This design comes from an exercise in tuning for small area, a short achievable clock period and few clock cycles on the open sky130 flow, not from production work. Function was checked by simulation only, so behaviour that the tests miss may differ from the original. No activity file was given, so power comes from the tool's default toggle rates.

== zinc ==
==> flow/design.v (excerpt) <==
module fib (
        ap_clk,
        ap_rst,
        ap_start,
        ap_done,
        ap_idle,
        ap_ready,
        n,
        ap_return
);
input   ap_clk;
input   ap_rst;
input   ap_start;
output   ap_done;
output   ap_idle;
output   ap_ready;
input  [31:0] n;
output  [63:0] ap_return;
reg busy;         
reg done_r;       
reg idle_r;       
reg init;         
reg [5:0] ph;     
reg cy;           
reg bw;           
reg nz;           
reg [63:0] a;     
reg [63:0] b;     
reg [31:0] r;     
wire in_tab = (n[31:7] == 25'd0);
wire [63:0] rom;
fib_rom u_rom (
    .x0(n[6]), .x1(n[5]), .x2(n[4]), .x3(n[3]), .x4(n[2]), .x5(n[1]), .x6(n[0]),
    .z00(rom[0]),
    .z01(rom[1]),
    .z02(rom[2]),
    .z03(rom[3]),
    .z04(rom[4]),
    .z05(rom[5]),
    .z06(rom[6]),
    .z07(rom[7]),
    .z08(rom[8]),
    .z09(rom[9]),
    .z10(rom[10]),
    .z11(rom[11]),
    .z12(rom[12]),
    .z13(rom[13]),
    .z14(rom[14]),
    .z15(rom[15]),
    .z16(rom[16]),
    .z17(rom[17]),
    .z18(rom[18]),
    .z19(rom[19]),
    .z20(rom[20]),
    .z21(rom[21]),
    .z22(rom[22]),
    .z23(rom[23]),
    .z24(rom[24]),
    .z25(rom[25]),
    .z26(rom[26]),
    .z27(rom[27]),
    .z28(rom[28]),
    .z29(rom[29]),
    .z30(rom[30]),
    .z31(rom[31]),
    .z32(rom[32]),
    .z33(rom[33]),
    .z34(rom[34]),
    .z35(rom[35]),
    .z36(rom[36]),
    .z37(rom[37]),
    .z38(rom[38]),
    .z39(rom[39]),
    .z40(rom[40]),
    .z41(rom[41]),
    .z42(rom[42]),
    .z43(rom[43]),
    .z44(rom[44]),
    .z45(rom[45]),
    .z46(rom[46]),
    .z47(rom[47]),
    .z48(rom[48]),
    .z49(rom[49]),
    .z50(rom[50]),
    .z51(rom[51]),
    .z52(rom[52]),
    .z53(rom[53]),
    .z54(rom[54]),
    .z55(rom[55]),
    .z56(rom[56]),
    .z57(rom[57]),
    .z58(rom[58]),
    .z59(rom[59]),
    .z60(rom[60]),
    .z61(rom[61]),
    .z62(rom[62]),
    .z63(rom[63])
);
wire ph0  = (ph == 6'd0);
wire ph63 = (ph == 6'd63);
wire a0 = a[0];
wire b0 = b[0];
wire cin = ph0 ? 1'b0 : cy;
wire s = a0 ^ b0 ^ cin;
  ...
For scale: roughly 1,500 cells after synthesis, about 170 flip-flops.
export LEC_CHECK = 0
export ABC_AREA = 1
export CAP_MARGIN = 20
export CELL_PAD_IN_SITES_DETAIL_PLACEMENT = 1
export CELL_PAD_IN_SITES_GLOBAL_PLACEMENT = 2
export CORE_MARGIN = 2
export CORE_UTILIZATION = 30
export CTS_BUF_LIST = sky130_fd_sc_hd__clkbuf_8
export CTS_CLUSTER_SIZE = 20
export PLACE_DENSITY = 0.35
export SETUP_SLACK_MARGIN = 2.3
export SLEW_MARGIN = 20
create_clock -name core_clock -period 4.5 [get_ports {ap_clk}]
standard.sh (not shown) runs the stock make flow with config.mk's settings and CLKGATE_MAP_FILE= SYNTH_SCRIPT=/design/flow/synth_recipe.tcl, a recipe that flattens the netlist after the stock synthesis.
==> flow/flow/run.sh <==
#!/bin/bash
# The standard layout, with plain buffers (rather than delay cells) on the ports, sizing free to
# change a cell's footprint, and no half/full-adder extraction in synthesis (the only adder is a
# 6-bit counter; extraction mostly turns XOR pairs of the table logic into half-adder cells).
set -euo pipefail
bash standard.sh \
  ADDER_MAP_FILE= \
  "BUFFER_PORTS_ARGS=-buffer_cell sky130_fd_sc_hd__buf_2" \
  MATCH_CELL_FOOTPRINT=0 \
  finish > standard_flow.log 2>&1
Every stage of the flow completed for zinc, and the final layout passed the timing, DRC and antenna checks.
Testbench counts of zinc, summed over its fixed seeds: cycles 1,024.
Input changes introduced in raven (baseline for comparison: zinc):
Settings: swapping 2.3 for 2.1 in SETUP_SLACK_MARGIN.
==> comparison <==
Summary: with zinc as the reference, power in raven moved down by a few percent. For the met3 global-route usage, raven came in 2.8 points higher than zinc did. Average routed wire per standard cell sits higher in raven than in zinc. zinc → raven: sequential share of layout area saw an increase; final cell count without fillers now sits lower. Relative to zinc, global-route wire length before repair increased by 2.2 mm in raven. Of raven and zinc, it is raven that has the lower critical path buffer and inverter count. Measured against each other, raven and zinc differ in design area, the lower figure coming from raven. Delta (raven minus zinc): static power due to leakage shows a reduction of 5.6%, final worst-path setup slack shows a reduction of 170 ps.
Inputs modified between raven and quartz:
Settings: changing SETUP_SLACK_MARGIN from 2.1 to 2.2; removing CELL_PAD_IN_SITES_GLOBAL_PLACEMENT (formerly 2); removing CELL_PAD_IN_SITES_DETAIL_PLACEMENT (formerly 1).
Notes after the runs:
The higher fraction of power spent switching nets came out of raven.
Summary — setup slack, quartz relative to raven: higher, by 120 ps.
quartz vs. raven: count of non-filler cells in the finished layout now sits higher; total detailed-routing wirelength now sits lower; fraction of power consumed by the clock network now sits lower.
Re hold violation total from the final report: no difference whatsoever between quartz and raven.
Global-route met1 utilization came out higher on quartz than on raven.
Status: power consumption parity (quartz, raven)
For cedar, these inputs were changed with respect to quartz:
Settings: swapping 30 for 40 in CORE_UTILIZATION; putting CELL_PAD_IN_SITES_GLOBAL_PLACEMENT at 2 where nothing was set; clearing CTS_CLUSTER_SIZE, which used to be 20; putting CELL_PAD_IN_SITES_DETAIL_PLACEMENT at 1 where nothing was set; clearing CTS_BUF_LIST, which used to be sky130_fd_sc_hd__clkbuf_8; swapping 2.2 for 2.3 in SETUP_SLACK_MARGIN; swapping 0.35 for 0.45 in PLACE_DENSITY.
==> flow/flow/run.sh <==
#!/bin/bash
# The standard layout, with plain buffers (rather than delay cells) on the ports, and sizing free
# to change a cell's footprint so those buffers and the logic can be resized for timing.
set -euo pipefail
bash standard.sh \
  "BUFFER_PORTS_ARGS=-buffer_cell sky130_fd_sc_hd__buf_2" \
  MATCH_CELL_FOOTPRINT=0 \
  finish > standard_flow.log 2>&1
==> notes.md <==
- Stage in which a tool error killed cedar: 5_1_grt.
- In cedar relative to quartz, synthesized area had gone up by a few percent.
- cedar: overall die width is about 12% lower than what quartz reported.
- Between cedar and quartz, the share of the synthesized area in compound gates (AO/OA/AOI/OAI) figures differ only marginally.
The inputs of violet differ from those of cedar as listed below.
Settings: changing PLACE_DENSITY from 0.45 to 0.35; changing SETUP_SLACK_MARGIN from 2.3 to 2.1; setting CTS_CLUSTER_SIZE to 16 for the first time; changing CORE_UTILIZATION from 40 to 30; setting CTS_BUF_LIST to sky130_fd_sc_hd__clkbuf_8 for the first time.
==> flow/flow/run.sh <==
#!/bin/bash
# The standard layout, with plain buffers (rather than delay cells) on the ports, sizing free to
# change a cell's footprint, and no half/full-adder extraction in synthesis (the only adder is a
# 6-bit counter; extraction mostly turns XOR pairs of the table logic into half-adder cells).
set -euo pipefail
bash standard.sh \
  ADDER_MAP_FILE= \
  "BUFFER_PORTS_ARGS=-buffer_cell sky130_fd_sc_hd__buf_2" \
  MATCH_CELL_FOOTPRINT=0 \
  finish > standard_flow.log 2>&1
Notes after the runs:
violet completed; timing, DRC and antenna clean
Between violet and cedar, the number of standard cells after synthesis is lower for violet.
[violet] adder and majority gate portion of the synthesized area fell 3.3 points relative to cedar
The lower post-place setup slack of violet and cedar is in violet.
Relative to cedar, the total nets after synthesis of violet is lower by 39.
From cedar to violet the numbers moved as follows: average instance area after synthesis now smaller, area after synthesis decreased about 3.5%.
[inputs] tundra vs violet
Settings: CTS_CLUSTER_SIZE: 16 -> 20; SETUP_SLACK_MARGIN: 2.1 -> 2.3.
==> flow/flow/run.sh <==
#!/bin/bash
# The standard layout, with plain buffers (rather than delay cells) on the ports, and sizing free
# to change a cell's footprint so those buffers and the logic can be resized for timing.
set -euo pipefail
bash standard.sh \
  "BUFFER_PORTS_ARGS=-buffer_cell sky130_fd_sc_hd__buf_2" \
  MATCH_CELL_FOOTPRINT=0 \
  finish > standard_flow.log 2>&1
## What came out
Relative to violet, global-route usage has decreased by 0.91 points in tundra. | share of the cycle needed by the critical path after routing | tundra vs violet | 3.6 points lower |. Side by side, number of gates resized after cts turned out higher in tundra than in violet. Against violet, tundra comes in 8.7 points higher on area growth from synthesis to final layout. After detailed routing, violet needs less wire than tundra. tundra — iteration count of the initial detailed-routing pass 1 lower, violet as reference. Changes observed in tundra relative to violet: average wire per cell in the routed design now larger, final-layout fill cell count went down. violet leaves less setup margin than tundra.

========
Another version of the RTL of fib (not shown whole).
For scale: ~170 flip-flops, about 100 I/O pins.
clock: 4.5 ns
lec_check: 0
cap_margin: 20
cell_pad_in_sites_detail_placement: 1
cell_pad_in_sites_global_placement: 2
core_margin: 2
core_utilization: 30
place_density: 0.35
setup_slack_margin: 1.8
slew_margin: 20
==> flow/flow/run.sh <==
#!/bin/bash
# The standard layout, with plain buffers (rather than delay cells) on the ports, and sizing free
# to change a cell's footprint so those buffers and the logic can be resized for timing.
set -euo pipefail
bash standard.sh \
  "BUFFER_PORTS_ARGS=-buffer_cell sky130_fd_sc_hd__buf_2" \
  MATCH_CELL_FOOTPRINT=0 \
  finish > standard_flow.log 2>&1
Testbench counts at the start, summed over its fixed seeds: cycles 1,024.
Next try:
ABC_AREA = 1   (was not set)
GPL_TIMING_DRIVEN = 0   (was not set)
Utilization came out higher by 0.37 points.
Clock skew came out lower by 7.6 ps.
Global-route usage came out higher by 5.1 points.
Sequential share of layout area came out higher by 1.6 points.
Setup slack degrades by 4.1 ps.
Routed wire length came out higher by a few percent.
Next try:
==> flow/run.sh (new file) <==
#!/bin/bash
# synth_recipe.tcl (not shown) runs the flow's synth.tcl, then flattens the netlist and writes it again
# the make line also repeats each setting of config.mk as NAME=value (left out here)
make -C /OpenROAD-flow-scripts/flow DESIGN_CONFIG=/design/flow/config.mk WORK_HOME=/design/flow/orfs CLKGATE_MAP_FILE= SYNTH_SCRIPT=/design/flow/synth_recipe.tcl finish
CELL_PAD_IN_SITES_DETAIL_PLACEMENT = not set   (was 1)
CELL_PAD_IN_SITES_GLOBAL_PLACEMENT = not set   (was 2)
GPL_TIMING_DRIVEN = not set   (was 0)
SETUP_SLACK_MARGIN = not set   (was 1.8)
SYNTH_MEMORY_MAX_BITS = 16384   (was not set)
removed: flow/flow/run.sh
removed: flow/standard.sh
Effect: The new run finished with timing, DRC and antenna clean. Synthesized cell count is unchanged. Register-to-register slack got worse by 190 ps. Worst hold slack got worse by 3.0 ps. Synthesized area does not change. Utilization increases by 0.12 points. Wire length decreases by 6.2%. Total power decreases by 1.0%. Die area is unchanged.
Next try:
ABC_AREA = not set   (was 1)
SETUP_SLACK_MARGIN = 1.5   (was not set)
SYNTH_MEMORY_MAX_BITS = not set   (was 16384)
After rerunning: Synthesized cell count shrinks by 12%. Fmax is higher by 11%. Sequential share of layout area came out lower by 0.80 points.
Next try:
==> flow/flow/run.sh (new file) <==
#!/bin/bash
# The standard layout, with plain buffers (rather than delay cells) on the ports, and sizing free
# to change a cell's footprint so those buffers and the logic can be resized for timing.
set -euo pipefail
bash standard.sh \
  "BUFFER_PORTS_ARGS=-buffer_cell sky130_fd_sc_hd__buf_2" \
  MATCH_CELL_FOOTPRINT=0 \
  finish > standard_flow.log 2>&1
==> flow/standard.sh (new file) <==
#!/bin/bash
# synth_recipe.tcl (not shown) runs the flow's synth.tcl, then flattens the netlist and writes it again
# the make line also repeats each setting of config.mk as NAME=value (left out here)
make -C /OpenROAD-flow-scripts/flow DESIGN_CONFIG=/design/flow/config.mk WORK_HOME=/design/flow/orfs CLKGATE_MAP_FILE= SYNTH_SCRIPT=/design/flow/synth_recipe.tcl "${@:-finish}"
ABC_AREA = 1   (was not set)
SETUP_SLACK_MARGIN = not set   (was 1.5)
SYNTH_MEMORY_MAX_BITS = 16384   (was not set)
removed: flow/run.sh
Outcome: Synthesized cell count rises by 14%; clock-buffer cell count rises by 1; total power falls by 4.2%; clock skew falls by 10 ps; sequential cell count stays the same; final area falls by 10%.

[what the ideal ports hide]
In the flow no input, the clock included, has a driving cell. The finished layouts below were timed again as built, in two steps. Step 1, drivers: a clkbuf_16 drives ap_clk and a buf_2 each remaining input, both assumed. Step 2 times the ports against the registers' clock, not the clock port: input delays grow and output delays shrink by t, the midpoint of the rising clock arrivals with the driver on. a / b / c = ideal ports / drivers / drivers and shift; a / b = the first two.
run | t (ns) | slack for setup (ns) | clock arrival spread, ns
zinc | 0.567 | 2.152 / 2.140 / 1.573 | 0.025 / 0.024
raven | 0.567 | 1.983 / 1.994 / 1.427 | 0.033 / 0.032
quartz | 0.551 | 2.106 / 2.113 / 1.562 | 0.024 / 0.024
violet | 0.567 | 1.983 / 1.994 / 1.427 | 0.033 / 0.032
tundra | 0.579 | 2.147 / 2.116 / 1.537 | 0.026 / 0.026
the first run of note 2 | 0.528 | 1.703 / 1.714 / 1.187 | 0.023 / 0.023
the second run of note 2 | 0.522 | 1.699 / 1.728 / 1.206 | 0.017 / 0.017
the third run of note 2 | 0.508 | 0.996 / 1.021 / 0.513 | 0.027 / 0.026
the fourth run of note 2 | 0.522 | 1.356 / 1.379 / 0.857 | 0.022 / 0.023
the fifth run of note 2 | 0.508 | 0.947 / 0.987 / 0.478 | 0.020 / 0.019
After both steps setup and hold are still met in every run listed. For tundra, which loses most, drivers alone change the setup slack by -0.031 ns; drivers and shift together by -0.610 ns.
